Context: an optimization exercise on an open-source flow, tuned for small area and a short achievable clock period. The choices shown serve that exercise and are no tape-out recipe. Where RTL was checked, it was by simulation tests only, not by an equivalence proof against the original. For runs 6 and 7, only the layout was checked, not whether the RTL still works. No activity file was given, so power comes from the tool's default toggle rates.

<file path="flow/flow/run.sh">
#!/bin/bash
set -e
HERE=$(pwd)
mkdir -p "$HERE/scripts_alt"
for f in "$FLOW_HOME"/scripts/*; do ln -sf "$f" "$HERE/scripts_alt/"; done
rm -f "$HERE/scripts_alt/abc_speed.script"
cp "$HERE/flow/abc_speed.script" "$HERE/scripts_alt/abc_speed.script"
export SCRIPTS_DIR="$HERE/scripts_alt"
export BUFFER_PORTS_ARGS="-buffer_cell sky130_fd_sc_hd__buf_1"
export SKIP_GATE_CLONING=1
cp standard.sh standard_sh.log
bash standard.sh > standard.log 2>&1
</file>
<file path="flow/flow/abc_speed.script">
&get -n
&st
&dch
&nf
&put
buffer -c
topo
stime -c
upsize -c
dnsize -c
</file>
<file path="flow/standard.sh">
#!/bin/bash
# synth_recipe.tcl (not shown) runs the flow's synth.tcl, then flattens the netlist and writes it again
# the make line also repeats each setting of config.mk as NAME=value (left out here)
make -C /OpenROAD-flow-scripts/flow DESIGN_CONFIG=/design/flow/config.mk WORK_HOME=/design/flow/orfs CLKGATE_MAP_FILE= SYNTH_SCRIPT=/design/flow/synth_recipe.tcl "${@:-finish}"
</file>
<file path="flow/config.mk">
export PLATFORM = sky130hd
export DESIGN_NAME = mm2s_dds_modulator
export DESIGN_NICKNAME = mm2s_dds_modulator
export VERILOG_FILES = /design/flow/design.v
export SDC_FILE = /design/flow/constraint.sdc
export NUM_CORES = 4
export LEC_CHECK = 0
export CAP_MARGIN = 20
export CORE_MARGIN = 2
export CORE_UTILIZATION = 55
export CTS_CLUSTER_DIAMETER = 100
export CTS_CLUSTER_SIZE = 24
export PLACE_DENSITY = 0.8
export SETUP_SLACK_MARGIN = 2.5
export SLEW_MARGIN = 20
</file>
<file path="flow/constraint.sdc">
create_clock -name core_clock -period 5.5 [get_ports {S_AXI_CLK}]
set_input_delay 1.1000 -clock core_clock [delete_from_list [all_inputs] [get_ports {S_AXI_CLK}]]
set_output_delay 1.1000 -clock core_clock [all_outputs]
set_load 0.01 [all_outputs]
</file>
<file path="flow/design.v">
package dds_modulator_pkg;
parameter FCLK_MHZ = 125;
parameter ENABLE_BIT = 0;
parameter DEBUG_BIT = 1;
parameter STATE_BITS = 3;    
parameter CONT_NO_MOD =     3'b?01;    
parameter CONT_MOD_FREC =   3'b111;
parameter CONT_MOD_PHASE =  3'b011;
parameter PULS_NO_MOD =     3'b?00;
parameter PULS_MOD_FREC =   3'b110;
parameter PULS_MOD_PHASE =  3'b010;
parameter PULS_NO_MOD_TB =     3'b000;
parameter CONT_NO_MOD_TB =  3'b001;    
parameter PERIOD_COUNTER_BITS = 15;
parameter PINC_BITS = 30;    
parameter BARKER_2 = 2'b10;
parameter BARKER_3 = 3'b110;
parameter BARKER_4 = 4'b1011;
parameter BARKER_5 = 5'b11101;
parameter BARKER_7 = 7'b1110010;
parameter BARKER_11 = 11'b11100010010;
parameter BARKER_13 = 13'b1111100110101;
parameter PHASE_OFFSET_180 = 536870911;
parameter MAX_DEBUG_PACKETS = 125000;
endpackage
`timescale 1ns / 1ps
module mm2s_dds_modulator(
    input wire          S_AXI_CLK,
    input wire          S_AXI_ARESETN,
    output wire         S_AXI_AWREADY,
    input wire   [31:0] S_AXI_AWADDR,
    input wire          S_AXI_AWVALID,
    output wire         S_AXI_WREADY,
    input wire   [31:0] S_AXI_WDATA,
    input wire   [3:0]  S_AXI_WSTRB,
    input wire          S_AXI_WVALID,
    input wire          S_AXI_BREADY,
    output wire  [1:0]  S_AXI_BRESP,
    output wire         S_AXI_BVALID,
    output wire         S_AXI_ARREADY,
    input wire   [31:0] S_AXI_ARADDR,
    input wire          S_AXI_ARVALID,
    input wire          S_AXI_RREADY,
    output wire  [31:0] S_AXI_RDATA,
    output wire  [1:0]  S_AXI_RRESP,
    output wire         S_AXI_RVALID,
    output wire dds_en_o,
    output wire [71:0] m_axis_modulation_tdata,
    output wire m_axis_modulation_tvalid,
    output wire m_axis_modulation_tlast,
    input wire m_axis_modulation_tready
);
    wire clk  = S_AXI_CLK;
    wire rstn = S_AXI_ARESETN;
    localparam [16:0] LFSR_LAST = 17'h1C742;
    reg w_data, w_resp;
    reg [2:0] widx;      
    always @(posedge clk) begin
        if (!rstn) begin
            w_data <= 1'b0;
            w_resp <= 1'b0;
        end else begin
            w_data <= w_data ? ~S_AXI_WVALID : (~w_resp & S_AXI_AWVALID);
            w_resp <= w_resp ? ~S_AXI_BREADY : (w_data & S_AXI_WVALID);
        end
    end
    assign S_AXI_AWREADY = ~(w_data | w_resp);
    assign S_AXI_WREADY  = w_data;
    assign S_AXI_BVALID  = w_resp;
    assign S_AXI_BRESP   = 2'b00;
    wire aw_bad = |S_AXI_AWADDR[1:0] | |S_AXI_AWADDR[7:5] | (S_AXI_AWADDR[4] & S_AXI_AWADDR[3]);
    always @(posedge clk)
        if (!w_data) widx <= aw_bad ? 3'd7 : S_AXI_AWADDR[4:2];
    wire wr = w_data & S_AXI_WVALID;
    wire we0 = wr & (widx == 3'd0);
    wire we1 = wr & (widx == 3'd1);
    wire we2 = wr & (widx == 3'd2);
    wire we3 = wr & (widx == 3'd3);
    wire we4 = wr & (widx == 3'd4);
    wire we5 = wr & (widx == 3'd5);
    reg [31:0] cfg0, cfg1, cfg2, cfg3, cfg4, cfg5;
    reg tlast_q;
    wire ld0 = rstn & we0, hd0 = rstn & ~we0;
    wire ld1 = rstn & we1, hd1 = rstn & ~we1;
    wire ld2 = rstn & we2, hd2 = rstn & ~we2;
    wire ld3 = rstn & we3, hd3 = rstn & ~we3;
    wire ld4 = rstn & we4, hd4 = rstn & ~we4;
    wire ld5 = rstn & we5, hd5 = rstn & ~we5;
    wire [31:0] wd = S_AXI_WDATA;
    wire [31:0] cfg0_n;
    assign cfg0_n[0]    = (ld0 & wd[0]) | (hd0 & cfg0[0]);
    assign cfg0_n[1]    = !rstn ? 1'b0 : cfg0[1] ? ~tlast_q : (we0 & wd[1]);
    assign cfg0_n[31:2] = ({30{ld0}} & wd[31:2]) | ({30{hd0}} & cfg0[31:2]);
    wire [31:0] cfg1_n = ({32{ld1}} & wd) | ({32{hd1}} & cfg1);
    wire [31:0] cfg2_n = ({32{ld2}} & wd) | ({32{hd2}} & cfg2);
    wire [31:0] cfg3_n = ({32{ld3}} & wd) | ({32{hd3}} & cfg3);
    wire [31:0] cfg4_n = ({32{ld4}} & wd) | ({32{hd4}} & cfg4);
    wire [31:0] cfg5_n = ({32{ld5}} & wd) | ({32{hd5}} & cfg5);
    always @(posedge clk) begin
        cfg0 <= cfg0_n;
        cfg1 <= cfg1_n;
        cfg2 <= cfg2_n;
        cfg3 <= cfg3_n;
        cfg4 <= cfg4_n;
        cfg5 <= cfg5_n;
    end
    reg r_valid;
    reg [31:0] rdata;
    always @(posedge clk) begin
        if (!rstn) r_valid <= 1'b0;
        else       r_valid <= r_valid ? ~S_AXI_RREADY : S_AXI_ARVALID;
    end
    assign S_AXI_ARREADY = ~r_valid;
    assign S_AXI_RVALID  = r_valid;
    assign S_AXI_RDATA   = rdata;
    assign S_AXI_RRESP   = 2'b00;
    wire ar_ok = ~|S_AXI_ARADDR[1:0] & ~|S_AXI_ARADDR[7:5] & ~r_valid;
    wire [2:0] ra = S_AXI_ARADDR[4:2];
    wire rs0 = ar_ok & (ra == 3'd0);
    wire rs1 = ar_ok & (ra == 3'd1);
    wire rs2 = ar_ok & (ra == 3'd2);
    wire rs3 = ar_ok & (ra == 3'd3);
    wire rs4 = ar_ok & (ra == 3'd4);
    wire rs5 = ar_ok & (ra == 3'd5);
    wire [31:0] rdata_n = ({32{r_valid}} & rdata) |
                          ({32{rs0}} & cfg0) | ({32{rs1}} & cfg1) | ({32{rs2}} & cfg2) |
                          ({32{rs3}} & cfg3) | ({32{rs4}} & cfg4) | ({32{rs5}} & cfg5);
    always @(posedge clk)
        rdata <= rdata_n;
    wire        en     = cfg0[0];
    wire        dbg    = cfg0[1];
    wire [2:0]  sb     = cfg1[2:0];
    wire [14:0] period = cfg2[14:0];
    wire [29:0] pinc   = cfg3[29:0];
    wire [29:0] phigh  = cfg4[29:0];
    wire [29:0] delta  = cfg5[29:0];
    wire [3:0]  bnum   = cfg5[31:28];
    reg  [14:0] pcnt;
    reg         ge_q;        
    reg  [29:0] mcnt;
    reg  [3:0]  bcnt;
    reg         sel_m_q;     
    reg         sel_p_q;     
    reg         offset_q;    
    reg  [16:0] lfsr;
    wire pto_n = sb[0] | ~ge_q;             
    wire [14:0] pcnt_inc = pcnt + 15'd1;
    wire [14:0] pcnt_n = (!rstn || (!sb[0] && pcnt == period)) ? 15'd0 :
                         (!sb[0] && en) ? pcnt_inc : pcnt;
    wire ge_n;
    dds_cmp_ge #(.W(15), .L(4)) u_ge (.a(pcnt_n), .b(cfg2_n[30:16]), .ge(ge_n));
    wire        ramp  = sb[2] & sb[1];
    wire        run   = en & sb[1] & pto_n;
    wire        mcmp;
    dds_cmp_ge #(.W(30), .L(5)) u_mcmp (.a(mcnt), .b(phigh), .ge(mcmp));
    wire [29:0] mstart = ramp ? pinc : 30'd0;
    wire [29:0] msum;
    dds_add #(.W(30), .L(5)) u_madd (.a(mcnt), .b(sb[2] ? delta : 30'd1), .s(msum));
    wire [29:0] mcnt_n = (run && !mcmp) ? msum : mstart;
    wire        barker_en = ~sb[2] & sb[1] & pto_n;
    wire        bwrap     = (bcnt == bnum - 4'd1);
    wire [3:0]  bcnt_inc  = bcnt + 4'd1;
    wire        bstep     = run & mcmp;
    wire [3:0]  bcnt_n    = (!barker_en) ? 4'd0 : !bstep ? bcnt : bwrap ? 4'd0 : bcnt_inc;
    wire [15:0] code_n    = {3'b000, cfg5_n[12:0]};
    wire        code_hold = code_n[bcnt];
    wire        code_inc  = bwrap ? code_n[0] : code_n[bcnt_inc];
    wire        code_bit  = (!barker_en) ? code_n[0] : bstep ? code_inc : code_hold;
    wire        bmode_n   = ~cfg1_n[2] & cfg1_n[1];
    wire        offset_n  = bmode_n & ~code_bit;
    wire        pon_n  = cfg1_n[0] | ~ge_n;
    wire        ramp_n = cfg1_n[2] & cfg1_n[1];
    wire        cnt_go  = rstn & m_axis_modulation_tready & en & dbg & ~tlast_q;
    wire [16:0] lfsr_n  = cnt_go ? {lfsr[15:0], ~(lfsr[16] ^ lfsr[13])} : 17'd0;
    wire        tlast_n = cnt_go & (lfsr == LFSR_LAST);
    always @(posedge clk) begin
        pcnt     <= pcnt_n;
        ge_q     <= ge_n;
        mcnt     <= mcnt_n;
        bcnt     <= bcnt_n;
        offset_q <= offset_n;
        sel_m_q  <= ramp_n & pon_n;
        sel_p_q  <= ~ramp_n & pon_n;
        lfsr     <= lfsr_n;
        tlast_q  <= tlast_n;
    end
    assign dds_en_o = en;
    assign m_axis_modulation_tvalid = en & m_axis_modulation_tready;
    assign m_axis_modulation_tlast  = tlast_q;
    assign m_axis_modulation_tdata  = {7'b0, ~sb[0] & ge_q, 2'b00, 1'b0, {29{offset_q}}, 2'b00,
                                       ({30{sel_m_q}} & mcnt) | ({30{sel_p_q}} & pinc)};
endmodule
module dds_cmp_ge #(parameter W = 15, parameter L = 4) (
    input  [W-1:0] a,
    input  [W-1:0] b,
    output         ge
);
    localparam N = 1 << L;
    wire [N*(L+1)-1:0] gt, lt;
    genvar i, l;
    generate
        for (i = 0; i < N; i = i + 1) begin : lv0
            if (i < W) begin : leaf
                assign gt[i] = a[i] & ~b[i];
                assign lt[i] = ~a[i] & b[i];
            end else begin : pad
                assign gt[i] = 1'b0;
                assign lt[i] = 1'b0;
            end
        end
        for (l = 0; l < L; l = l + 1) begin : lv
            for (i = 0; i < N; i = i + 1) begin : nd
                if (i < (N >> (l + 1))) begin : node
                    assign gt[(l+1)*N + i] = gt[l*N + 2*i + 1] | (~lt[l*N + 2*i + 1] & gt[l*N + 2*i]);
                    assign lt[(l+1)*N + i] = lt[l*N + 2*i + 1] | (~gt[l*N + 2*i + 1] & lt[l*N + 2*i]);
                end else begin : unused
                    assign gt[(l+1)*N + i] = 1'b0;
                    assign lt[(l+1)*N + i] = 1'b0;
                end
            end
        end
    endgenerate
    assign ge = ~lt[L*N];
endmodule
module dds_add #(parameter W = 30, parameter L = 5) (
    input  [W-1:0] a,
    input  [W-1:0] b,
    output [W-1:0] s
);
    wire [W*(L+1)-1:0] g, p;
    genvar i, l;
    generate
        for (i = 0; i < W; i = i + 1) begin : lv0
            assign g[i] = a[i] & b[i];
            assign p[i] = a[i] ^ b[i];
        end
        for (l = 0; l < L; l = l + 1) begin : lv
            for (i = 0; i < W; i = i + 1) begin : nd
                if ((i >> l) & 1) begin : node
                    assign g[(l+1)*W + i] = g[l*W + i] | (p[l*W + i] & g[l*W + ((i >> l) << l) - 1]);
                    assign p[(l+1)*W + i] = p[l*W + i] & p[l*W + ((i >> l) << l) - 1];
                end else begin : pass
                    assign g[(l+1)*W + i] = g[l*W + i];
                    assign p[(l+1)*W + i] = p[l*W + i];
                end
            end
        end
    endgenerate
    assign s = p[W-1:0] ^ {g[L*W +: W-1], 1'b0};
endmodule
</file>
==> results of run 1 <==
-- worst max path at each step --
stage | endpoint | from | slack [ns]
after floorplan | offset_q | S_AXI_ARESETN | 2.49
after CTS | sel_m_q | S_AXI_WVALID | 2.51
final | m_axis_modulation_tdata[64] | cfg1[0] | 2.55
after detailed placement | offset_q | S_AXI_ARESETN | 1.34
after global routing | mcnt[28] | cfg5[0] | 2.43
after global placement | offset_q | S_AXI_ARESETN | 1.44
-- synth_stat cells, types with 21 or more instances --
library cell / count
a21oi_1: 32
a222oi_1: 65
a22o_1: 205
and2_1: 47
buf_4: 48
clkbuf_1: 76
dfxtp_1: 298
ha_1: 31
inv_1: 51
nand2_1: 61
nand2b_1: 23
nand3_1: 77
nor2_1: 32
nor2b_1: 21
o21ai_0: 54
xnor2_1: 43
-- registers in the layout, summed over array words and instances (netlist names) --
| signal | count |
|---|---|
| cfg0 | 32 |
| cfg1 | 32 |
| cfg2 | 32 |
| cfg3 | 32 |
| cfg4 | 32 |
| cfg5 | 32 |
| rdata | 32 |
| mcnt | 30 |
| lfsr | 17 |
| pcnt | 15 |
| bcnt | 4 |
| widx | 3 |
| ge_q | 1 |
| offset_q | 1 |
| r_valid | 1 |
| sel_m_q | 1 |
| sel_p_q | 1 |
| tlast_q | 1 |
| w_data | 1 |
| w_resp | 1 |
-- stage by stage --
step	util (%)	power (uW)	cells	cell area [um2]
3_3_place_gp	58.50	2345	1772	14230
6_report	62.67	3589	1825	15240
2_1_floorplan	-	2289	1404	13710
3_5_place_dp	58.50	2347	1772	14230
4_1_cts	61.25	3578	1804	14900
5_1_grt	62.67	3673	1825	15240
-- power by group --
group | internal, uW | switching [uW]
registers | 2180 | 3.98
logic | 25.8 | 97.7
clock network | 563 | 715
total | 2770 | 817
-- timing repair --
action / in CTS / in global routing
setup endpoints to repair: 34 / 34
pin swaps: 9 / 19
resized for setup: 29 / 38
setup buffers: 12 / 21
-- logic make-up after synthesis --
kind of cell / synth area share (%)
compound gates: 27.63
xor+xnor: 3.919
fa+ha+maj: 3.653
buf+inv: 6.627
flops: 44.42
mux: 0.7985
other cells: 0.02751
simple gates: 12.92
-- metal layers --
metal | track usage [%] | share of wire, %
met3 | 4.802 | 11
met2 | 48.83 | 46
met4 | 11.32 | 3.7
met1 | 40.95 | 40
met5 | 0 | 0
-- final cells by class --
cell class              count  area, um2
repair buffers            211       1079
fillers                  1969       9077
clock buffers              18      429.2
clock inverters             2      13.76
inverters                  53      206.4
well taps                 324      405.4
flip-flops and latches    301       6062
multi-input cells         916       7047
==> results list, run 1 <==
- The flow ran to the end and the layout has no timing, DRC or antenna violations.
- Headroom to the max-slew limit came out at 38.84%.
- Clock period minus worst slack: 2.952 ns
* Worst min-delay path class: reg -> reg
- Clock-pin slew on the worst setup and hold paths: 0.10 ns
- The tree is rooted in a clkbuf_16.
* Initial cell density of the core: 56.05%
- CTS saw 301 sinks.
- Grouping stages by cell kind, the critical path spends the most delay in buffers and inverters.
- HPWL after detailed placement: 27100 um
* Layout cells sized above 1: 9.460%
* Post-layout nets: 1643
* H-tree depth: 1
* Overall track demand over capacity in global routing: 30.23%
- The number of global-route vias before repair is 11320.
- Total DRC errors in the routed layout: 0
- Hold is met by 0.4469 ns.
- Worst hold endpoint: lfsr[12]
- Die span in x: 161.4 um
- On the final layout, the worst clock skew is 0.02429 ns.
* Share of the synthesized area in the top cell type: 43.76%
- After detailed routing, the total wire length is 42280 um.
- Area growth, synth to finish: 11.81%
- Summed over all layers, the global routing overflow is 0.
* Maximum number of pins on one net before global-route repair: 61
- By area the synthesized netlist is led by dfxtp_1 (44%), a22o_1 (13%), a222oi_1 (4.8%), ha_1 (2.8%), nand3_1 (2.8%).
- Summing every instance area after synthesis gives 13630 um2.
* Final Cycle Share: 53.68%
* Top achievable clock speed: 0.3387 GHz
- After layout, the worst setup slack is 2.548 ns.
- Critical-path top delay cell: dfxtp_1
- Antenna-violating nets left: 0
- Max-Cap Viols: 0
- Worst reg2reg path endpoint: mcnt[25]
- Measured in cells, the most critical reg-to-reg path has a length of 14.
- Instance count on the critical path: 4
- FFs w/ async S/R, synth: 0%
- The analysis attributes to cell leakage a power of 0.005703 uW.
* Total via count in the routed design: 12260
* CP peak stage delay: 0.49 ns
- At the worst endpoint, the arrival time is 1.85 ns.
- Sequential share of the synthesized area: 44.42%
- Cell Pwr Density: 235.4 nW/um2
- Most common library cell in the layout ignoring fill and taps: dfxtp_1
* DP Worst Slack: 1.340 ns
- The critical path contains buffers and inverters numbering 3 combined.
- Top library cells by usage in the layout, fill and taps aside: dfxtp_1 (295), a22o_1 (204), buf_1 (153)
- WL/cell: 23.17 um
- In this run the critical register-to-register path is launched from cfg1[2].
- Number of synthesized flops with an enable pin: 3
* Synthesized area divided by synthesized cell count: 9.814 um2
- Total setup violations reported at the end of the flow: 0
* Critical path type: reg -> out
- Peak VDD IR: 0.2005 mV
- Ordered cell list for the critical path: clkinv_1 > nand2_1 > inv_1 > buf_1
- The number of slew-limit violations in the final report came to 0.
- The die covers 26060 um2.
* Worst slew pin tran: 0.9152 ns
- Number of unique standard cell types used by synthesis: 79
- Endpoint type of the worst setup path: output port
- The first global-routing pass estimated 62750 um of wire.
- Area of the core: 24320 um2
- Standard-cell row count: 57
- Setup repair after global routing missed its margin: true
- The number of hold violations in the final report came to 0.
* Final estimated routing congestion in global placement: 0.9440
* Number of hold buffers added after CTS: 0
- Yosys printed 3 warnings.
- Mapped Cells: 1389
- Cell taking the most area after synthesis: dfxtp_1
- The number of antenna violations at the first check in global routing was 0.
- Counting instances, the worst hold path has a depth of 1.
* Number of vias per cell after detailed routing: 6.718
- Die Height: 161.4 um
- # IOs: 224
* Port buffer count: 155
* Max Buffers Root-to-Sink: 3
- In this run the most critical hold path is launched from lfsr[11].
- Highest fanout seen on the critical path: 10
* DRT Pass-1 Iters: 10
- The worst setup path is launched from a register.
- In this run, the number of DRC markers left after iteration 0 of detailed routing was 1750.
- The most used flip-flop cell after synthesis is dfxtp_1.
- For the worst-skew pair, the clock arrives at the later sink with an insertion delay of 0.52 ns.
* FF+latch count, synth: 301
- TritonCTS built the clock tree.
* CTS buffer count: 16
- WP data required: 4.40 ns
* Final setup TNS: 0 ns
* Flop2flop setup slack: 2.58 ns
- Antenna Diode Count: 0
==> run 2, diff against run 1 <==
--- a/flow/config.mk
+++ b/flow/config.mk
@@ -10,6 +10,5 @@
 export CORE_UTILIZATION = 55
 export CTS_CLUSTER_DIAMETER = 100
 export CTS_CLUSTER_SIZE = 24
-export PLACE_DENSITY = 0.8
-export SETUP_SLACK_MARGIN = 2.5
+export SETUP_SLACK_MARGIN = 2.6
 export SLEW_MARGIN = 20
==> results list, run 2 <==
- Result of the run: timing/DRC/antenna clean
- Area of the core: 24320 um2 (unchanged)
* Total via count in the routed design: 12040 (-1.8%)
* Synthesized area divided by synthesized cell count: 9.814 um2 (unchanged)
- Walking the worst path, the cells encountered are buf_12 > nand2_8 > nor4b_4 > nor2_4 > buf_8 > a22o_4 > or3_4 > buf_4 > a21oi_1 > o311ai_2 > a211oi_2 > a21boi_1.
- Worst slew pin tran: 0.9754 ns (+0.06023 ns)
* HPWL after detailed placement: 28880 um (+6.6%)
- Antenna violations before repair: 0 (unchanged)
- The number of max-capacitance violations reported was 0 (unchanged).
* Netlist area before placement: 13630 um2 (unchanged)
* Highest fanout seen on the critical path: 5 (-5)
- Drt total wl: 43230 um (+2.2%)
- Sorting the synthesized cells by how often they occur yields dfxtp_1 (298), a22o_1 (205), nand3_1 (77).
- Final count of hold timing violations: 0 (unchanged)
- Final setup TNS: 0 ns (unchanged)
* Number of instances in the placed design: 1777 (+0.28%)
* Cell Pwr Density: 236.2 nW/um2 (+0.35%)
- For this design, the slowest cell found on the critical path is or3_4.
- The area fraction of the dominant cell type after synthesis is 43.76% (unchanged).
- Overflow after GRT: 0 (unchanged)
* WL/cell: 23.73 um (+2.4%)
* Clock latency on the worst-skew pair: 0.52 ns (about the same)
- Top library cells by usage in the layout, fill and taps aside: dfxtp_1 (292), a22o_1 (205), buf_1 (153)
- Max-slew violations: 0 (unchanged)
* Endpoint type of the worst setup path: register
- The gate count of the mapped netlist came to 1389 (unchanged).
- The clock-pin slew of the registers on the worst-case setup and hold paths was 0.10 ns (about the same).
* Port buffer count: 155 (unchanged)
- The length in cells of the worst reg-to-reg path was 10 (-4).
* Wire length of the first global-routing pass: 65550 um (+4.5%)
- The part of the total power dissipated in combinational logic is 3.4% (about the same).
- Slew Limit Headroom: 34.90% (-3.9 points)
- WP data required: 5.88 ns (+1.48 ns)
* Sequential power share: 60.8% (about the same)
- Standby leakage power: 0.005660 uW (-0.76%)
- Worst hold margin: 0.4564 ns (+0.009472 ns)
- The maximum operating frequency is 0.3389 GHz (about the same).
* Crit path DAT: 3.33 ns (+1.48 ns)
- The worst setup path is of the in -> reg kind.
- The switching share of power was 23.06% (+0.29 points).
* Power Total: 3604 uW (+0.45%)
- The total die area was 26060 um2 (unchanged).
- The number of clock sinks came to 301 (unchanged).
* Max Buffers Root-to-Sink: 3 (unchanged)
- The overall die width came to 161.4 um (unchanged).
* Total setup violations reported at the end of the flow: 0 (unchanged)
* Number of synthesized flops with an enable pin: 3 (unchanged)
- The clock group share of total power is 35.8% (+0.2 points).
- Arithmetic-cell share of the synthesized area counting full adders, half adders and majority gates: 3.653% (unchanged)
* Internal cell power: 2773 uW (about the same)
- The compound-gate portion of the synthesized area was 27.63% (unchanged).
- The overall die height was 161.4 um (unchanged).
- The number of cell rows was 57 (unchanged).
- Layout cells sized above 1: 10.48% (+1.0 points)
* CTS buffer count: 16 (unchanged)
* Cell taking the most area after synthesis: dfxtp_1
- H-tree depth: 1 (unchanged)
- The number of primary I/O pins came to 224 (unchanged).
- Antenna-violating nets left: 0 (unchanged)
- The post-synthesis share of cell area spent on and, or, nand and nor gates is 12.92% (unchanged).
- Via count of the first global-routing pass: 11110 (-1.9%)
* Total DRC errors in the routed layout: 0 (unchanged)
- Yosys instantiated no cell more often than dfxtp_1.
- Final Cycle Share: 53.65% (about the same)
- Net switching power figure: 831.1 uW (+1.7%)
- Most common library cell in the layout ignoring fill and taps: dfxtp_1
* FFs w/ async S/R, synth: 0% (unchanged)
- Number of vias per cell after detailed routing: 6.605 (-1.7%)
* Final estimated routing congestion in global placement: 0.8788 (-6.9%)
- The warning count from the yosys run came to 3 (unchanged).
* Largest family of logic cells by synthesized area: compound AO/OA/AOI/OAI gates
- Number of hold buffers added after CTS: 0 (unchanged)
- CP peak stage delay: 0.38 ns (-0.11 ns)
- Worst min-delay path class: reg -> reg
- The first-pass iteration count of the detailed router came to 9 (-1).
- The worst ir drop on vdd came to 0.2441 mV (+22%).
- Setup repair after global routing could not meet its margin everywhere.
- Grouping stages by cell kind, the critical path spends the most delay in compound AO/OA/AOI/OAI gates.
- Mux cell area share after synthesis: 0.7985% (unchanged)
- TritonCTS built the clock tree.
* XOR/XNOR Fraction of Synth Area: 3.919% (unchanged)
- Starting DRC count in detailed routing: 1349 (-23%)
- Setup crit start kind: input port
- Root Buffer Master: clkbuf_16
* Sequential share of the synthesized area: 44.42% (unchanged)
- The time the worst path needs with I/O delays and setup came to 2.951 ns (-0.001270 ns).
- Skew final: 0.02593 ns (+0.001636 ns)
- The total buffers and inverters traversed by the critical path came to 3 (unchanged).
- Primary flip-flop cell chosen by synthesis mapping: dfxtp_1
* Area growth, synth to finish: 11.92% (about the same)
- Overall track demand over capacity in global routing: 32.18% (+1.9 points)
- Sorting the synthesized cells by area gives the leading types as dfxtp_1 (44%), a22o_1 (13%), a222oi_1 (4.8%), ha_1 (2.8%), nand3_1 (2.8%).
- Non-filler instance count after layout: 1822 (-0.16%)
* Antenna Diode Count: 0 (unchanged)
- Instance count on the critical path: 12 (+8)
* Post-layout nets: 1641 (-0.12%)
- Maximum number of pins on one net before global-route repair: 33 (-46%)
- Worst hold stages: 1 (unchanged)
* Number of unique standard cell types used by synthesis: 79 (unchanged)
* FF+latch count, synth: 301 (unchanged)
- Initial cell density of the core: 56.05% (unchanged)
==> run 2: cell types whose count changed in the layout (fill, tap and decap cells not counted), moves of 3 or more <==
cell     change
a22oi_2      +4
nor2_2       +3
a22oi_1      -4
a21oi_2      +3
ha_4         +4
ha_1         -6
dfxtp_1      -3
==> run 2: layer usage <==
metal  routed length [um]  track usage [%]  vias up
li1                     -                -     5440
met1                19300            46.93     5932
met2                18820            49.22      584
met3                 3896            5.316       79
met4                 1215            9.091        0
met5                    0                0        -
==> run 2: worst paths after layout <==
| kind | start | to | slack (ns) |
|---|---|---|---|
| setup / recovery | S_AXI_WVALID | sel_p_q | 2.55 |
| hold / removal | lfsr[12] | lfsr[13] | 0.46 |
| setup reg to reg | widx[2] | sel_p_q | 2.62 |
| hold reg to reg | lfsr[12] | lfsr[13] | 0.46 |
==> run 2: layout make-up <==
class | count | area, um2
repair buffers | 209 | 1059
clock buffers | 18 | 429.2
flip-flops and latches | 301 | 6071
well taps | 324 | 405.4
multi-input cells | 916 | 7073
fillers | 2109 | 9062
clock inverters | 1 | 16.27
inverters | 53 | 203.9
==> run 2: repair_timing <==
action	in CTS	in global routing
pin swaps	14	25
endpoints found under the setup margin	51	21
resized for setup	28	43
setup buffers	22	4
==> run 2: cell families (layout without fill, tap and decap cells) <==
kind of cell / after synthesis / in the layout
adders and majority gates: 37 / 37
and+or+nand+nor: 323 / 323
buffers and inverters: 187 / 281
xor gates and xnor gates: 61 / 61
AOI/OAI and AO/OA: 472 / 472
muxes: 7 / 7
DFF: 301 / 301
other: 1 / 16
==> run 2: per-stage QoR <==
step | util (%) | instance area (um2) | setup slack, ns
2_1_floorplan | - | 13730 | 2.489
3_3_place_gp | 58.74 | 14290 | 1.501
3_5_place_dp | 58.74 | 14290 | 1.500
4_1_cts | 61.74 | 15020 | 2.533
5_1_grt | 62.74 | 15260 | 2.441
6_report | 62.74 | 15260 | 2.549
==> run 2: power groups by stage <==
| stage | logic (uW) | clock network (uW) | registers [uW] |
|---|---|---|---|
| 3_5_place_dp | 108 | 0 | 2240 |
| 2_1_floorplan | 51.5 | 0 | 2240 |
| 5_1_grt | 127 | 1380 | 2190 |
| 6_report | 121 | 1290 | 2190 |
| 3_3_place_gp | 108 | 0 | 2240 |
| 4_1_cts | 116 | 1310 | 2190 |
==> run 3, diff against run 2 <==
--- a/flow/config.mk
+++ b/flow/config.mk
@@ -10,5 +10,5 @@
 export CORE_UTILIZATION = 55
 export CTS_CLUSTER_DIAMETER = 100
 export CTS_CLUSTER_SIZE = 24
-export SETUP_SLACK_MARGIN = 2.6
+export SETUP_SLACK_MARGIN = 2.4
 export SLEW_MARGIN = 20
==> results list, run 3 <==
- The diode insertion count for antenna repair was 0 (unchanged).
- Final estimated routing congestion in global placement: 0.9173 (+4.4%)
- The via count was 11780 (-2.2%).
* Final setup TNS: 0 ns (unchanged)
* Peak VDD IR: 0.2003 mV (-18%)
- The number of storage elements in the synthesis netlist was 301 (unchanged).
- The number of clock sinks came to 301 (unchanged).
- Leading post-synthesis cells by cell area: dfxtp_1 (44%), a22o_1 (13%), a222oi_1 (4.8%), ha_1 (2.8%), nand3_1 (2.8%)
- Final count of hold timing violations: 0 (unchanged)
* Worst hold endpoint: lfsr[7]
* Number of vias per cell after detailed routing: 6.542 (-0.96%)
- The number of hold-repair buffers added at the cts stage came to 0 (unchanged).
* Netlist area before placement: 13630 um2 (unchanged)
- The warning count from the yosys run is 3 (unchanged).
- The placed cell count is 1771 (-0.34%).
- Max Buffers Root-to-Sink: 3 (unchanged)
- The slew at the pin with the worst max-slew slack came to 0.9930 ns (+0.01754 ns).
- Top achievable clock speed: 0.3292 GHz (-2.8%)
- The number of max-capacitance violations reported came to 0 (unchanged).
- The number of buffers inserted during clock tree synthesis is 16 (unchanged).
- Antenna-violating nets left: 0 (unchanged)
* Cell Pwr Density: 244.1 nW/um2 (+3.3%)
- Setup repair after global routing missed its margin: true
- The gate count of the mapped netlist was 1389 (unchanged).
- The time the worst path needs with I/O delays and setup was 3.037 ns (+0.08635 ns).
- The average routed wire per standard cell came to 23.18 um (-2.3%).
- The total die area is 26060 um2 (unchanged).
* DRT Pass-1 Iters: 8 (-1)
* Worst Reg2Reg Path Length in Cells: 10 (unchanged)
* Number of synthesized flops with an enable pin: 3 (unchanged)
- GRT met2 Usage: 48.29% (-0.93 points)
- Sequential share of the synthesized area: 44.42% (unchanged)
- The clock skew came to 0.01625 ns (-0.009677 ns).
- Area of the core: 24320 um2 (unchanged)
- Starting DRC count in detailed routing: 1361 (+0.89%)
* Root Buffer Master: clkbuf_16
- The number of H-tree levels came to 1 (unchanged).
- Most common library cell in the layout ignoring fill and taps: dfxtp_1
- The insertion delay of the later-clocked pin in the worst-skew pair is 0.51 ns (about the same).
* Port buffer count: 155 (unchanged)
* Standard-cell row count: 57 (unchanged)
- The average cell area after synthesis came to 9.814 um2 (unchanged).
- The final-report setup violation count came to 0 (unchanged).
- The detailed-route DRC error count was 0 (unchanged).
- Highest fanout seen on the critical path: 5 (unchanged)
- The remaining max-slew budget at the tightest pin is 33.73% (-1.2 points).
- Initial cell density of the core: 56.05% (unchanged)
- The hold slack is 0.4572 ns (+0.0008090 ns).
- In the layout the commonest cells are dfxtp_1 (295), a22o_1 (205), buf_1 (153).
- The overall die width came to 161.4 um (unchanged).
- The overall die height is 161.4 um (unchanged).
- The wire length reported by the detailed router is 41720 um (-3.5%).
- Endpoint type of the worst setup path: register
- Crit path DAT: 3.42 ns (+0.09 ns)
- Met1 Usage GRT: 46.66% (-0.28 points)
- Met3 usage in global routing: 3.672% (-1.6 points)
* Power Total: 3635 uW (+0.84%)
* Worst min-delay path class: reg -> reg
* Non-filler instance count after layout: 1800 (-1.2%)
- The fraction of the cycle the final worst path needs came to 55.22% (+1.6 points).
* Max-slew violations: 0 (unchanged)
- Number of unique standard cell types used by synthesis: 79 (unchanged)
* Wire length of the first global-routing pass: 64500 um (-1.6%)
- The share of final-layout standard cells stronger than drive strength 1 came to 7.249% (-3.2 points).
* Final non-filler cell area: 14890 um2 (-2.4%)
* Antenna violations before repair: 0 (unchanged)
- Clock-pin slew on the worst setup and hold paths: 0.10 ns (about the same)
- Instance area at placement: 14200 um2 (-0.58%)
- The total global routing overflow was 0 (unchanged).
- Worst reg2reg path endpoint: sel_p_q
- Layer with the highest usage after global routing: met2
- The commonest cells after synthesis are dfxtp_1 (298), a22o_1 (205), nand3_1 (77).
* Setup crit start kind: input port
* Overall track demand over capacity in global routing: 31.38% (-0.80 points)
- The count of nets after finishing was 1618 (-1.4%).
- Via count of the first global-routing pass: 11050 (-0.55%)
* FFs w/ async S/R, synth: 0% (unchanged)
- The maximum number of pins on one net before global-route repair was 53 (+61%).
* Share of the synthesized area in the top cell type: 43.76% (unchanged)
* Cell taking the most area after synthesis: dfxtp_1
* Standby leakage power: 0.005577 uW (-1.5%)
* Leading cell type by number of instances after synthesis: dfxtp_1
- # IOs: 224 (unchanged)
* Worst hold stages: 1 (unchanged)
* R2R Path Start: w_data
- WP data required: 5.89 ns (about the same)
* Area growth, synth to finish: 9.225%
- Primary flip-flop cell chosen by synthesis mapping: dfxtp_1
- The half-perimeter wire length of the detailed placement result was 27450 um (-4.9%).
* Flop2flop setup slack: 2.57 ns (-0.05 ns)
- TritonCTS built the clock tree.
* Critical path type: in -> reg
- Result of the run: timing/DRC/antenna clean
* Launch instance of the worst min-delay path: lfsr[6]
[run 3: cell counts after synthesis]
Identical to the previous run, type by type.
[run 3: how the worst max path moves through the flow]
stage,start,end,slack [ns]
after floorplan,S_AXI_ARESETN,offset_q,2.45
after global placement,S_AXI_ARESETN,offset_q,1.52
after detailed placement,S_AXI_ARESETN,offset_q,1.51
after CTS,S_AXI_WVALID,offset_q,2.38
after global routing,S_AXI_WVALID,sel_p_q,2.38
final,S_AXI_WVALID,sel_p_q,2.46
[run 3: area by class of cell]
class,count,area (um2)
Clock buffer,18,429.2
Clock inverter,2,38.79
Fill cell,2180,9430
Inverter,53,201.4
Multi-Input combinational cell,916,6895
Sequential cell,301,6067
Tap cell,324,405.4
Timing Repair Buffer,186,852.1
[run 3: per-layer routing]
metal  part of all wire (%)  routed length, um  vias up
li1                       -                  -     5388
met4                    2.1                878        0
met3                    6.9               2892       63
met1                     47              19440     5825
met5                      0                  0        -
met2                     44              18510      499
[run 3: what timing repair did]
action,in CTS,in global routing
pin swaps,8,10
endpoints found under the setup margin,18,30
setup buffers,5,4
resized for setup,17,23
[run 3: metrics by stage]
step                setup WS [ns]  utilization, %
floorplan                   2.450               -
global placement            1.516           58.40
detailed placement          1.514           58.40
CTS                         2.380           60.74
global route                2.382           61.22
finish                      2.463           61.22
[run 3: report_power, final]
part / internal (uW) / switching [uW] / total [uW]
sequential: 2180 / 3.33 / 2190
combinational: 24.8 / 95.1 / 120
clock: 610 / 719 / 1330
total: 2820 / 818 / 3630
[run 3: kinds of logic after synthesis]
logic type,count (synthesis),synth area share (%)
AOI/OAI and AO/OA,472,27.63
other,1,0.02751
adders and majority gates,37,3.653
buffers and inverters,187,6.627
DFF,301,44.42
muxes,7,0.7985
xor gates and xnor gates,61,3.919
and+or+nand+nor,323,12.92
[run 3: critical path, cell delays in order]
cell and delay, ns:
buf_12 0.09, nand2_8 0.05, nor4b_4 0.33, nor2_4 0.10, buf_6 0.14, a22o_4 0.25, or3_4 0.40, a2111oi_4 0.37
o311ai_2 0.13, a211oi_2 0.34, a21boi_1 0.11
==> run 4, diff against run 3 <==
--- a/flow/config.mk
+++ b/flow/config.mk
@@ -10,5 +10,5 @@
 export CORE_UTILIZATION = 55
 export CTS_CLUSTER_DIAMETER = 100
 export CTS_CLUSTER_SIZE = 24
-export SETUP_SLACK_MARGIN = 2.4
+export SETUP_SLACK_MARGIN = 2.5
 export SLEW_MARGIN = 20
==> results list, run 4 <==
- Area of the core: 24320 um2 (unchanged)
- Drt total wl: 42610 um (+2.1%)
- STA classifies the critical path startpoint as an input port.
* Netlist area before placement: 13630 um2 (unchanged)
* Final estimated routing congestion in global placement: 0.9228 (+0.60%)
- The starting density of the core was 56.05% (unchanged).
- The detailed-route DRC error count was 0 (unchanged).
- Sequential share of the synthesized area: 44.42% (unchanged)
- Area of the die: 26060 um2 (unchanged)
* HPWL after detailed placement: 29130 um (+6.1%)
- The number of instances on the worst hold path is 2 (+1).
* Antenna-violating nets left: 0 (unchanged)
- The total design power is 3619 uW (-0.44%).
- Yosys attributes the largest share of cell area to dfxtp_1 (44%), a22o_1 (13%), a222oi_1 (4.8%), ha_1 (2.8%), nand3_1 (2.8%).
* Port buffer count: 155 (unchanged)
- The number of buffers inserted during clock tree synthesis came to 16 (unchanged).
- WL/cell: 23.50 um (+1.4%)
- The post-route cell area is 15050 um2 (+1.1%).
- The number of storage elements in the synthesis netlist was 301 (unchanged).
- The worst setup path is captured at a register.
- The final-report setup violation count came to 0 (unchanged).
- DRT Pass-1 Iters: 8 (unchanged)
- The number of hold-repair buffers added at the cts stage came to 0 (unchanged).
* Result of the run: timing/DRC/antenna clean
- Top achievable clock speed: 0.3396 GHz (+3.2%)
* Max-Cap Viols: 0 (unchanged)
- Counting instances in the post-synthesis netlist gives the leading cell types as dfxtp_1 (298), a22o_1 (205), nand3_1 (77).
- The length in cells of the worst reg-to-reg path came to 10 (unchanged).
- Crit path DAT: 3.33 ns (-0.09 ns)
* Instance area at placement: 14270 um2 (+0.48%)
- For this run, the leading register cell type out of synthesis is dfxtp_1.
- The worst ir drop on vdd came to 0.2567 mV (+28%).
- Clock-pin slew on the worst setup and hold paths: 0.10 ns (about the same)
- The via count was 11810 (+0.32%).
- # IOs: 224 (unchanged)
* Starting DRC count in detailed routing: 1431 (+5.1%)
* WP data required: 5.89 ns (about the same)
- TritonCTS built the clock tree.
- Share of the synthesized area in the top cell type: 43.76% (unchanged)
- Mapped Cells: 1389 (unchanged)
* Max Buffers Root-to-Sink: 3 (unchanged)
- dfxtp_1 is the most common cell in the netlist.
* Post-layout nets: 1631 (+0.80%)
* Number of synthesized flops with an enable pin: 3 (unchanged)
* Cell taking the most area after synthesis: dfxtp_1
* Critical path type: in -> reg
* Worst min-delay path class: reg -> reg
- Number of vias per cell after detailed routing: 6.516 (-0.40%)
- The clock skew was 0.01437 ns (-0.001883 ns).
* Standard-cell row count: 57 (unchanged)
- Top library cells by usage in the layout, fill and taps aside: dfxtp_1 (294), a22o_1 (204), buf_1 (154)
- The share of final-layout standard cells stronger than drive strength 1 is 8.395% (+1.1 points).
- Die Height: 161.4 um (unchanged)
- Clock period minus worst slack: 2.944 ns (-0.09286 ns)
* H-tree depth: 1 (unchanged)
- The total global routing overflow came to 0 (unchanged).
- Die span in x: 161.4 um (unchanged)
- The number of slew-limit violations in the final report came to 0 (unchanged).
- Overall track demand over capacity in global routing: 31.65% (+0.27 points)
* Maximum number of pins on one net before global-route repair: 37 (-30%)
- Area growth, synth to finish: 10.40%
- The fraction of the cycle the final worst path needs came to 53.54% (-1.7 points).
- Setup repair after global routing missed its margin: true
- The wire length of the first global-routing pass was 64670 um (+0.27%).
- Final count of hold timing violations: 0 (unchanged)
* Root Buffer Master: clkbuf_16
- The fraction of synthesis flops using an asynchronous set or reset pin came to 0% (unchanged).
- The total leakage power was 0.005673 uW (+1.7%).
* Synthesized area divided by synthesized cell count: 9.814 um2 (unchanged)
- The number of antenna violations at the first check in global routing came to 0 (unchanged).
* Highest fanout seen on the critical path: 5 (unchanged)
- Clock latency on the worst-skew pair: 0.51 ns (about the same)
* Most common library cell in the layout ignoring fill and taps: dfxtp_1
* Slew Limit Headroom: 39.66% (+5.9 points)
- Antenna Diode Count: 0 (unchanged)
- Cell Pwr Density: 240.4 nW/um2 (-1.5%)
* Worst hold margin: 0.4563 ns (-0.0009240 ns)
* Number of unique standard cell types used by synthesis: 79 (unchanged)
* TritonCTS Sinks: 301 (unchanged)
- The slew at the pin with the worst max-slew slack was 0.9041 ns (-0.08883 ns).
- The setup TNS came to 0 ns (unchanged).
* Via count of the first global-routing pass: 10930 (-1.0%)
- Count of yosys warnings during synthesis: 3 (unchanged)
[run 4: metal layers]
layer / global-route usage [%] / routed length, um
met2: 48.74 / 18660
met5: 0 / 0
met4: 8.157 / 932
met3: 5.110 / 3658
met1: 46.27 / 19360
[run 4: worst paths after layout]
kind	startpoint	to	slack [ns]
min	cfg3[30]	rdata[30]	0.46
max reg2reg	cfg4[0]	mcnt[22]	2.61
min reg2reg	cfg3[30]	rdata[30]	0.46
max	S_AXI_WVALID	sel_p_q	2.56
[run 4: logic make-up after synthesis]
logic type / Yosys count / share of synthesized area [%]
buffers and inverters: 187 / 6.627
XOR/XNOR: 61 / 3.919
multiplexers: 7 / 0.7985
AO/OA/AOI/OAI: 472 / 27.63
AND/OR/NAND/NOR: 323 / 12.92
adder cells (fa/ha/maj): 37 / 3.653
flip-flops: 301 / 44.42
other: 1 / 0.02751
[run 4: report_power, final]
| group | switching [uW] | internal [uW] | total [uW] | leakage, uW |
|---|---|---|---|---|
| Combinational | 99.3 | 25.3 | 125 | 0.00302 |
| Clock | 729 | 579 | 1310 | 0.000224 |
| Sequential | 4.77 | 2180 | 2190 | 0.00243 |
| Total | 833 | 2790 | 3620 | 0.00567 |
[run 4: layout make-up]
cell class	instances	area (um2)
clock buffers	19	442.9
inverters	53	211.5
clock inverters	1	11.26
fillers	2174	9270
multi-input cells	916	6945
flip-flops and latches	301	6068
well taps	324	405.4
repair buffers	199	964.7
[run 4: stage by stage]
step | utilization [%] | setup slack, ns | std cells
after global routing | 61.88 | 2.465 | 1813
after global placement | 58.68 | 1.528 | 1777
after floorplan | - | 2.489 | 1404
final | 61.88 | 2.556 | 1813
after detailed placement | 58.68 | 1.506 | 1777
after CTS | 61.31 | 2.449 | 1807
[run 4: what timing repair did]
action | in CTS | in global routing
endpoints found under the setup margin | 25 | 36
gates resized for setup | 27 | 20
setup buffers | 10 | 6
pin swaps | 12 | 12
endpoints found under the hold margin | 0 | 0
[run 4: critical path, stage by stage]
cell and delay, ns:
buf_12 0.09, nand2_8 0.05, nor4b_4 0.26, nor2_2 0.09, buf_12 0.14, a22o_4 0.25
or3_4 0.41, a2111oi_4 0.30, o311ai_2 0.16, a211oi_2 0.36, a21boi_1 0.10
==> run 5, diff against run 4 <==
--- a/flow/config.mk
+++ b/flow/config.mk
@@ -9,6 +9,6 @@
 export CORE_MARGIN = 2
 export CORE_UTILIZATION = 55
 export CTS_CLUSTER_DIAMETER = 100
-export CTS_CLUSTER_SIZE = 24
+export CTS_CLUSTER_SIZE = 32
 export SETUP_SLACK_MARGIN = 2.5
 export SLEW_MARGIN = 20
==> results list, run 5 <==
- The insertion delay of the later-clocked pin in the worst-skew pair is 0.51 ns (about the same).
- Leading post-synthesis cells by cell area: dfxtp_1 (44%), a22o_1 (13%), a222oi_1 (4.8%), ha_1 (2.8%), nand3_1 (2.8%)
- The worst ir drop on vdd came to 0.2111 mV (-18%).
* # IOs: 224 (unchanged)
- Die span in x: 161.4 um (unchanged)
* DRT Pass-1 Iters: 9 (+1)
- The clock-pin slew of the registers on the worst-case setup and hold paths was 0.11 ns (about the same).
- The critical path is of the in -> reg type.
- The number of cell rows was 57 (unchanged).
* Netlist area before placement: 13630 um2 (unchanged)
- Setup repair after global routing missed its margin: true
- Top cell by count, worst path: buf_12
* WL/cell: 23.50 um (about the same)
- Crit path DAT: 3.34 ns (about the same)
- Cell taking the most area after synthesis: dfxtp_1
- Area of the die: 26060 um2 (unchanged)
* Cell Pwr Density: 234.4 nW/um2 (-2.5%)
- Final Cycle Share: 53.80% (+0.27 points)
* Share of the synthesized area in the top cell type: 43.76% (unchanged)
- The core outline area was 24320 um2 (unchanged).
- The warning count from the yosys run came to 3 (unchanged).
- The diode insertion count for antenna repair came to 0 (unchanged).
- Counting instances in the post-synthesis netlist gives the leading cell types as dfxtp_1 (298), a22o_1 (205), nand3_1 (77).
- Maximum number of pins on one net before global-route repair: 37 (unchanged)
- Max-Cap Viols: 0 (unchanged)
- The clock skew is 0.01916 ns (+0.004791 ns).
* Primary flip-flop cell chosen by synthesis mapping: dfxtp_1
* Mapped Cells: 1389 (unchanged)
- The utilization of the core after routing is 61.58% (-0.30 points).
- The number of buffers inserted during clock tree synthesis is 13 (-3).
- Total via count in the routed design: 11780 (-0.29%)
* FF+latch count, synth: 301 (unchanged)
- DP Worst Slack: 1.506 ns (unchanged)
- WP data required: 5.88 ns (about the same)
- The average cell area after synthesis was 9.814 um2 (unchanged).
* Critical-path top delay cell: or3_4
* Smallest setup slack after layout: 2.541 ns (-0.01471 ns)
- The total leakage power came to 0.005634 uW (-0.69%).
* Overall track demand over capacity in global routing: 31.45% (-0.20 points)
- Worst slew pin tran: 0.9243 ns (+0.02020 ns)
* Post-layout nets: 1628 (-0.18%)
* Max Buffers Root-to-Sink: 3 (unchanged)
- Antenna violations before repair: 0 (unchanged)
- The library cells used most frequently in the layout, excluding fill and tap cells, are dfxtp_1 (295), a22o_1 (204), buf_1 (154).
- Number of vias per cell after detailed routing: 6.508 (-0.12%)
* Sequential share of the synthesized area: 44.42% (unchanged)
* Slew Limit Headroom: 38.31% (-1.3 points)
- The number of synthesized flops with an enable pin was 3 (unchanged).
- In this run the clock root is driven by a clkbuf_16.
* Endpoint type of the worst setup path: register
* Area growth, synth to finish: 9.858%
- The setup slack of the worst register-to-register path came to 2.57 ns (-0.04 ns).
- The count of placed standard cells in the final layout, fillers left out is 1810 (-0.17%).
- The min-delay analysis places its worst path in the category reg -> reg.
* Layout cells sized above 1: 8.210% (-0.18 points)
- The DRC violation total after the first TritonRoute iteration was 1570 (+9.7%).
* Category of cells accounting for the largest share of critical-path delay: compound AO/OA/AOI/OAI gates
- The number of H-tree levels was 1 (unchanged).
- TritonCTS built the clock tree.
- FFs w/ async S/R, synth: 0% (unchanged)
- The library cell used most frequently in the layout, excluding fill and tap cells, is dfxtp_1.
- Final count of hold timing violations: 0 (unchanged)
* Antenna-violating nets left: 0 (unchanged)
- Number of instances in the placed design: 1777 (unchanged)
- Ordered cell list for the critical path: buf_12 > nand2_8 > nor4b_4 > nor2_2 > buf_12 > a22o_4 > or3_4 > a2111oi_4 > o311ai_2 > a211oi_2 > a21boi_1
- The wire length reported by the detailed router came to 42530 um (-0.19%).
- The count of unique library cells instantiated by Yosys was 79 (unchanged).
- Final non-filler cell area: 14980 um2 (-0.49%)
* Instance area at placement: 14270 um2 (unchanged)
* Top achievable clock speed: 0.3379 GHz (-0.50%)
- The total buffers and inverters traversed by the critical path is 2 (unchanged).
- TritonCTS Sinks: 301 (unchanged)
* Total DRC errors in the routed layout: 0 (unchanged)
- The final estimated routing congestion in global placement was 0.9228 (unchanged).
- The total global routing overflow is 0 (unchanged).
- Max-slew violations: 0 (unchanged)
- Clock period minus worst slack: 2.959 ns (+0.01471 ns)
- Via count of the first global-routing pass: 10850 (-0.73%)
- The starting density of the core is 56.05% (unchanged).
- Total setup violations reported at the end of the flow: 0 (unchanged)
* Final setup TNS: 0 ns (unchanged)
* Highest fanout seen on the critical path: 5 (unchanged)
- Setup crit start kind: input port
- The run finished with no timing, DRC or antenna violations.
- dfxtp_1 is the most common cell in the netlist.
- The half-perimeter wire length of the detailed placement result is 29130 um (unchanged).
- Port buffer count: 155 (unchanged)
- The wire length of the first global-routing pass came to 64300 um (-0.58%).
- The overall die height came to 161.4 um (unchanged).
* CP peak stage delay: 0.40 ns (about the same)
==> run 5: changes by cell type in the layout (fill, tap and decap cells not counted) <==
cell	delta
clkbuf_16	-4
a211oi_2	+1
bufinv_16	+1
dfxtp_2	-1
inv_8	-1
dfxtp_1	+1
a211oi_1	-1
inv_6	+2
clkbuf_8	-1
==> run 5: worst paths after layout <==
path                start       end  cells past startpoint
min               lfsr[9]  lfsr[10]                      1
max          S_AXI_WVALID   sel_p_q                     11
max reg2reg       cfg4[0]  mcnt[22]                     10
min reg2reg       lfsr[9]  lfsr[10]                      1
==> run 5: final cells by class <==
| type | instances | area (um2) |
|---|---|---|
| Fill cell | 2158 | 9344 |
| Multi-Input combinational cell | 916 | 6950 |
| Sequential cell | 301 | 6067 |
| Timing Repair Buffer | 199 | 964.7 |
| Tap cell | 324 | 405.4 |
| Clock buffer | 14 | 329.1 |
| Inverter | 53 | 211.5 |
| Clock inverter | 3 | 47.55 |
==> run 5: logic make-up (layout without fill, tap and decap cells) <==
| family | Yosys count | count (layout) | share of synthesized area, % |
|---|---|---|---|
| compound gates | 472 | 472 | 27.63 |
| flops | 301 | 301 | 44.42 |
| mux | 7 | 7 | 0.7985 |
| fa+ha+maj | 37 | 37 | 3.653 |
| other cells | 1 | 16 | 0.02751 |
| buf+inv | 187 | 269 | 6.627 |
| simple gates | 323 | 323 | 12.92 |
| xor+xnor | 61 | 61 | 3.919 |
==> run 5: power breakdown <==
part	switching, uW	total (uW)	leakage, uW	internal, uW
Sequential	4.72	2190	0.00242	2180
Clock	704	1200	0.000185	492
Combinational	100	125	0.00303	25.3
Total	809	3510	0.00563	2700
==> run 5: layer usage <==
metal | routed length, um | vias up | global-route usage (%) | part of all wire (%)
met2 | 18670 | 531 | 48.23 | 44
met3 | 3701 | 48 | 5.110 | 8.7
met4 | 849 | 0 | 7.265 | 2.0
li1 | - | 5410 | - | -
met1 | 19310 | 5790 | 46.46 | 45
met5 | 0 | - | 0 | 0
==> run 5: worst reg2reg max path: cells and delay by family (launching register included) <==
family	cells	cell delay, ns
AOI/OAI and AO/OA	5	1.25
and+or+nand+nor	3	0.55
adders and majority gates	1	0.39
DFF	1	0.34
buffers and inverters	1	0.33
==> run 5: through the flow <==
stage / hold slack, ns / power [uW]
floorplan: 0.4202 / 2289
global placement: 0.4327 / 2352
detailed placement: 0.4366 / 2352
CTS: 0.4603 / 3514
global route: 0.4863 / 3604
finish: 0.4608 / 3510
==> run 5: timing repair <==
| item | 4_1_cts | 5_1_grt |
|---|---|---|
| hold endpoints to repair | 0 | 0 |
| gates resized for setup | 27 | 20 |
| setup endpoints to repair | 25 | 36 |
| setup buffers | 10 | 6 |
| pin swaps | 12 | 12 |
| hold buffers | 0 | 0 |
==> run 6, diff against run 5 <==
--- a/flow/design.v
+++ b/flow/design.v
@@ -143,6 +143,7 @@
     reg         sel_p_q;     
     reg         offset_q;    
     reg  [16:0] lfsr;
+    reg  [29:0] madd_q;      
     wire pto_n = sb[0] | ~ge_q;             
     wire [14:0] pcnt_inc = pcnt + 15'd1;
     wire [14:0] pcnt_n = (!rstn || (!sb[0] && pcnt == period)) ? 15'd0 :
@@ -155,7 +156,7 @@
     dds_cmp_ge #(.W(30), .L(5)) u_mcmp (.a(mcnt), .b(phigh), .ge(mcmp));
     wire [29:0] mstart = ramp ? pinc : 30'd0;
     wire [29:0] msum;
-    dds_add #(.W(30), .L(5)) u_madd (.a(mcnt), .b(sb[2] ? delta : 30'd1), .s(msum));
+    dds_add #(.W(30), .L(5)) u_madd (.a(mcnt), .b(madd_q), .s(msum));
     wire [29:0] mcnt_n = (run && !mcmp) ? msum : mstart;
     wire        barker_en = ~sb[2] & sb[1] & pto_n;
     wire        bwrap     = (bcnt == bnum - 4'd1);
@@ -182,6 +183,7 @@
         sel_m_q  <= ramp_n & pon_n;
         sel_p_q  <= ~ramp_n & pon_n;
         lfsr     <= lfsr_n;
+        madd_q   <= cfg1_n[2] ? cfg5_n[29:0] : 30'd1;
         tlast_q  <= tlast_n;
     end
     assign dds_en_o = en;
--- a/flow/config.mk
+++ b/flow/config.mk
@@ -9,6 +9,6 @@
 export CORE_MARGIN = 2
 export CORE_UTILIZATION = 55
 export CTS_CLUSTER_DIAMETER = 100
-export CTS_CLUSTER_SIZE = 32
+export CTS_CLUSTER_SIZE = 24
 export SETUP_SLACK_MARGIN = 2.5
 export SLEW_MARGIN = 20
==> results list, run 6 <==
- DP Worst Slack: 1.348 ns (-0.1578 ns)
- The number of primary I/O pins is 224 (unchanged).
* Most used standard cells in the synthesized netlist: dfxtp_1 (328), a22o_1 (216), clkbuf_1 (72), nand3_1 (72), a222oi_1 (64)
* Clock-pin slew on the worst setup and hold paths: 0.10 ns (about the same)
- Slew Limit Headroom: 42.72% (+4.4 points)
- Share of the synthesized area in the top cell type: 46.27% (+2.5 points)
* H-tree depth: 1 (unchanged)
* Result of the run: timing/DRC/antenna clean
- Skew final: 0.01030 ns (-0.008859 ns)
- CTS buffer count: 17 (+4)
- Most common library cell in the layout ignoring fill and taps: dfxtp_1
* Antenna-violating nets left: 0 (unchanged)
- The final estimated routing congestion in global placement came to 0.8609 (-6.7%).
- Final count of hold timing violations: 0 (unchanged)
* Clock latency on the worst-skew pair: 0.52 ns (about the same)
* TritonCTS clock tree: done
* Leading cell type by number of instances after synthesis: dfxtp_1
- Sorting the synthesized cells by area gives the leading types as dfxtp_1 (46%), a22o_1 (13%), a222oi_1 (4.5%), xnor2_1 (3.0%), ha_1 (2.7%).
- The fraction of the cycle the final worst path needs was 53.17% (-0.63 points).
* Max Buffers Root-to-Sink: 3 (unchanged)
* Setup repair after global routing missed its margin: true
- Smallest setup slack after layout: 2.576 ns (+0.03469 ns)
* Primary flip-flop cell chosen by synthesis mapping: dfxtp_1
- The sequential area share after synthesis is 46.91% (+2.5 points).
- The number of antenna violations at the first check in global routing was 0 (unchanged).
* HPWL after detailed placement: 27860 um (-4.4%)
- The number of cell rows was 58 (+1.8%).
- The number of storage elements in the synthesis netlist was 331 (+10%).
* Number of unique standard cell types used by synthesis: 75 (-5.1%)
- Post-layout nets: 1652 (+1.5%)
- Mapped Cells: 1408 (+1.4%)
- The count of input and output buffers is 155 (unchanged).
- The setup path with the least slack is of type in -> reg.
* Die span in x: 164.6 um (+2.0%)
- Total DRC errors in the routed layout: 0 (unchanged)
* Count of yosys warnings during synthesis: 3 (unchanged)
* Flop2flop setup slack: 2.61 ns (+0.04 ns)
- In this run the clock root is driven by a clkbuf_16.
- The total standard cell area after synthesis is 14190 um2 (+4.1%).
- Final setup TNS: 0 ns (unchanged)
- The starting density of the core was 56.19% (+0.14 points).
- The time the worst path needs with I/O delays and setup came to 2.924 ns (-0.03469 ns).
- WP data required: 5.89 ns (about the same)
- Drt total wl: 42060 um (-1.1%)
- The maximum operating frequency came to 0.3419 GHz (+1.2%).
- Worst slew pin tran: 0.8572 ns (-0.06714 ns)
* Max-slew violations: 0 (unchanged)
- The area used by multi-input combinational logic is 6955 um2 (about the same).
- In the layout the commonest cells are dfxtp_1 (326), a22o_1 (215), buf_1 (153).
- The fraction of synthesis flops using an asynchronous set or reset pin came to 0% (unchanged).
- The maximum number of pins on one net before global-route repair came to 61 (+65%).
- Synthesized area divided by synthesized cell count: 10.08 um2 (+2.7%)
* Area of the die: 27100 um2 (+4.0%)
* Cell Pwr Density: 250.3 nW/um2 (+6.8%)
- Endpoint type of the worst setup path: register
- Area growth, synth to finish: 10.63%
- The number of clock sinks came to 331 (+10%).
* Highest fanout seen on the critical path: 5 (unchanged)
- Cell taking the most area after synthesis: dfxtp_1
* Standby leakage power: 0.005845 uW (+3.7%)
- The number of max-capacitance violations reported came to 0 (unchanged).
- WL/cell: 22.85 um (-2.8%)
* Layout cells sized above 1: 8.278% (+0.068 points)
* Via count of the first global-routing pass: 10990 (+1.2%)
* Peak VDD IR: 0.2150 mV (+1.9%)
- The first-pass iteration count of the detailed router came to 8 (-1).
- Number of vias per cell after detailed routing: 6.362 (-2.2%)
- The final-layout fill cell count was 2170 (+0.56%).
- The overall die height came to 164.6 um (+2.0%).
* Area of all sequential standard cells: 6659 um2 (+9.8%)
- Number of synthesized flops with an enable pin: 3 (unchanged)
* Overall track demand over capacity in global routing: 29.97% (-1.5 points)
- Area of the core: 25250 um2 (+3.8%)
- Wire length of the first global-routing pass: 62930 um (-2.1%)
- Overflow after GRT: 0 (unchanged)
- Non-filler instance count after layout: 1841 (+1.7%)
- Starting DRC count in detailed routing: 1286 (-18%)
* Crit path DAT: 3.32 ns (-0.02 ns)
- The worst hold path belongs to the class reg -> reg.
- The placed cell count came to 1796 (+1.1%).
- The worst setup path is launched from an input port.
- The final-report setup violation count was 0 (unchanged).
- The via count was 11710 (-0.57%).
run 6: cell types whose count changed after synthesis, moves of 5 or more:
cell | previous run | this run
xnor2_1 | 43 | 48
a22oi_1 | 17 | 4
nor3_1 | 16 | 22
nand2b_1 | 23 | 16
o22ai_1 | 6 | 1
inv_1 | 51 | 46
nand3_1 | 77 | 72
dfxtp_1 | 298 | 328
a22o_1 | 205 | 216
buf_1 | 3 | 8
nor2_1 | 32 | 37
a211oi_1 | 11 | 4
run 6: stage by stage:
stage	area [um2]	util (%)	power, uW	hold WS (ns)
2_1_floorplan	14250	-	2508	0.4202
3_3_place_gp	14790	58.57	2567	0.4356
3_5_place_dp	14790	58.57	2567	0.4427
4_1_cts	15400	60.99	3930	0.4649
5_1_grt	15700	62.15	4028	0.4731
6_report	15700	62.16	3929	0.4585
run 6: final cells by class:
| type | instances | share of cell area (%) |
|---|---|---|
| diodes | 1 | 0.01594 |
| clock buffers | 19 | 2.758 |
| clock inverters | 2 | 0.2471 |
| inverters | 46 | 1.148 |
| multi-input cells | 912 | 44.31 |
| flip-flops and latches | 331 | 42.42 |
| well taps | 330 | 2.630 |
| repair buffers | 200 | 6.480 |
run 6: timing repair:
action / in CTS / in global routing
setup endpoints to repair: 41 / 46
pin swaps: 5 / 14
gates resized for setup: 13 / 32
cloned: 0 / 0
setup buffers: 10 / 13
hold buffers: 0 / 0
run 6: critical path, cell delays in order:
cell      delay [ns]
buf_8           0.10
nand2_8         0.05
nor4b_4         0.29
nor2_4          0.09
buf_6           0.15
a22o_4          0.25
or3_4           0.33
a2111o_1        0.41
o211a_1         0.16
o211ai_4        0.24
a32oi_1         0.13
run 6: worst paths after layout:
kind	startpoint	depth (start not counted)	endpoint
worst max-delay path	S_AXI_WVALID	11	sel_p_q
worst min-delay path	lfsr[14]	1	lfsr[15]
worst max register to register	mcnt[0]	12	mcnt[25]
worst min register to register	lfsr[14]	1	lfsr[15]
run 6: logic make-up (layout without fill, tap and decap cells):
family / Yosys count / in the layout / synth area share, %
AOI/OAI and AO/OA: 460 / 460 / 26.01
adders and majority gates: 38 / 38 / 3.589
other: 1 / 17 / 0.02643
xor gates and xnor gates: 62 / 62 / 3.827
and+or+nand+nor: 327 / 327 / 12.44
DFF: 331 / 331 / 46.91
buffers and inverters: 180 / 267 / 6.111
muxes: 9 / 9 / 1.085
run 6: power by group:
| group | internal (uW) | switching, uW | leakage, uW |
|---|---|---|---|
| registers | 2400 | 3.33 | 0.00266 |
| clock network | 615 | 785 | 0.000231 |
| logic | 28.8 | 96.1 | 0.00295 |
run 6: routing by layer:
metal  wire length, um  GRT usage [%]  vias up
met5                 0              0        -
met4               778          6.087        0
met3              3365          5.073       50
met2             18190          45.61      511
met1             19730          44.82     5695
li1                  -              -     5456
==> run 7, diff against run 6 <==
--- a/flow/config.mk
+++ b/flow/config.mk
@@ -10,5 +10,5 @@
 export CORE_UTILIZATION = 55
 export CTS_CLUSTER_DIAMETER = 100
 export CTS_CLUSTER_SIZE = 24
-export SETUP_SLACK_MARGIN = 2.5
+export SETUP_SLACK_MARGIN = 2.7
 export SLEW_MARGIN = 20
==> results list, run 7 <==
- Result of the run: timing/DRC/antenna clean
- Antenna Diode Count: 0 (-1)
- The required time reported for the critical path endpoint was 5.90 ns (about the same).
* Clock-pin slew on the worst setup and hold paths: 0.10 ns (about the same)
* Peak VDD IR: 0.2124 mV (-1.2%)
- Top library cells by usage in the layout, fill and taps aside: dfxtp_1 (321), a22o_1 (213), buf_1 (153)
- Setup crit start kind: input port
- The gate count of the mapped netlist came to 1408 (unchanged).
- Clock latency on the worst-skew pair: 0.52 ns (about the same)
* Area of the core: 25250 um2 (unchanged)
* Most common library cell in the layout ignoring fill and taps: dfxtp_1
- WL/cell: 23.55 um (+3.1%)
* XOR/XNOR Fraction of Synth Area: 3.827% (unchanged)
- Critical path startpoint: S_AXI_WVALID
* Final estimated routing congestion in global placement: 0.9164 (+6.4%)
- Setup repair after global routing missed its margin: true
* Total DRC errors in the routed layout: 0 (unchanged)
* Overall track demand over capacity in global routing: 30.86% (+0.89 points)
* Worst reg2reg path endpoint: sel_p_q
- The count of input and output buffers is 155 (unchanged).
- Post-layout nets: 1671 (+1.2%)
- Yosys attributes the largest share of cell area to dfxtp_1 (46%), a22o_1 (13%), a222oi_1 (4.5%), xnor2_1 (3.0%), ha_1 (2.7%).
* Clock period minus worst slack: 2.943 ns (+0.01822 ns)
- Count of fill cells added during filler insertion: 2153 (-0.78%)
- H-tree depth: 1 (unchanged)
- Share of the synthesized area in the top cell type: 46.27% (unchanged)
- Max Buffers Root-to-Sink: 3 (unchanged)
- The count of unique library cells instantiated by Yosys came to 75 (unchanged).
- The share of final-layout standard cells stronger than drive strength 1 is 10.27% (+2.0 points).
- Antenna violations before repair: 0 (unchanged)
* Die span in x: 164.6 um (unchanged)
- Largest family of logic cells by synthesized area: compound AO/OA/AOI/OAI gates
* HPWL after detailed placement: 28510 um (+2.3%)
- The number of clock sinks was 331 (unchanged).
- Final count of hold timing violations: 0 (unchanged)
- Area growth, synth to finish: 12.07%
- The length in cells of the worst reg-to-reg path was 10 (-2).
- The sequential area share after synthesis was 46.91% (unchanged).
* Skew final: 0.01443 ns (+0.004129 ns)
- Synthesized area divided by synthesized cell count: 10.08 um2 (unchanged)
* # IOs: 224 (unchanged)
- Top achievable clock speed: 0.3398 GHz (-0.62%)
* Total via count in the routed design: 11840 (+1.1%)
- Root Buffer Master: clkbuf_16
- The most critical setup path has its endpoint at sel_p_q.
* Initial cell density of the core: 56.19% (unchanged)
- The wire length reported by the detailed router was 43760 um (+4.0%).
* FFs w/ async S/R, synth: 0% (unchanged)
- In this run the critical register-to-register path is launched from widx[2].
-- run 7: cell families after synthesis --
group	Yosys count
xor gates and xnor gates	62
muxes	9
and+or+nand+nor	327
DFF	331
buffers and inverters	180
adders and majority gates	38
other	1
AOI/OAI and AO/OA	460
-- run 7: how the worst min path moves through the flow --
stage,endpoint,slack [ns]
2_1_floorplan,lfsr[13],0.42
3_3_place_gp,lfsr[2],0.43
3_5_place_dp,lfsr[12],0.44
4_1_cts,lfsr[13],0.46
5_1_grt,lfsr[13],0.47
6_report,lfsr[11],0.45
-- run 7: cell type report --
cell class / instances / area, um2 / area share (%)
multi-input combinational: 912 / 7020 / 44.15
sequential: 331 / 6665 / 41.91
timing repair buffer: 219 / 1161 / 7.301
clock buffer: 19 / 432.9 / 2.722
tap: 330 / 412.9 / 2.596
inverter: 46 / 180.2 / 1.133
clock inverter: 1 / 30.03 / 0.1888
-- run 7: metrics by stage --
step                      setup slack, ns  util [%]  area (um2)  cells  hold WS (ns)
final                               2.557     62.97       15900   1858        0.4527
after global routing                2.463     62.97       15900   1858        0.4744
after CTS                           2.584     61.89       15630   1843        0.4609
after detailed placement            1.570     58.68       14820   1799        0.4392
after global placement              1.598     58.68       14820   1799        0.4311
after floorplan                     2.566         -       14260   1423        0.4202
-- run 7: timing repair --
action / in CTS / in global routing
setup endpoints to repair: 66 / 77
pin swaps: 20 / 21
buffers inserted: 24 / 15
endpoints found under the hold margin: 0 / 0
resized for setup: 40 / 31
-- run 7: worst max-delay path, cell delays in order --
cell	delay, ns
buf_8	0.08
nand2_4	0.05
nor4b_4	0.32
nor2_4	0.07
buf_12	0.14
buf_6	0.11
a22o_4	0.24
or3_4	0.32
a2111o_1	0.37
o211a_1	0.14
o211ai_2	0.25
a32oi_1	0.14
-- run 7: report_power, final --
part           total [uW]  internal, uW  switching [uW]
sequential           2410          2400            5.21
clock                1400           612             784
combinational         130          31.6            98.3
-- run 7: layer usage --
layer	GRT usage [%]	routed length [um]
met1	46.18	20330
met2	45.74	18730
met3	6.178	3608
met4	7.233	1086
met5	0	0

Re-timed with assumed drivers on the ports (clkbuf_16 on the clock, buf_2 on other inputs), run 7 has 2.559 ns of setup slack against 2.557 ns with ideal ports, and 1.991 ns once port delays also move by the mid clock arrival of 0.568 ns.
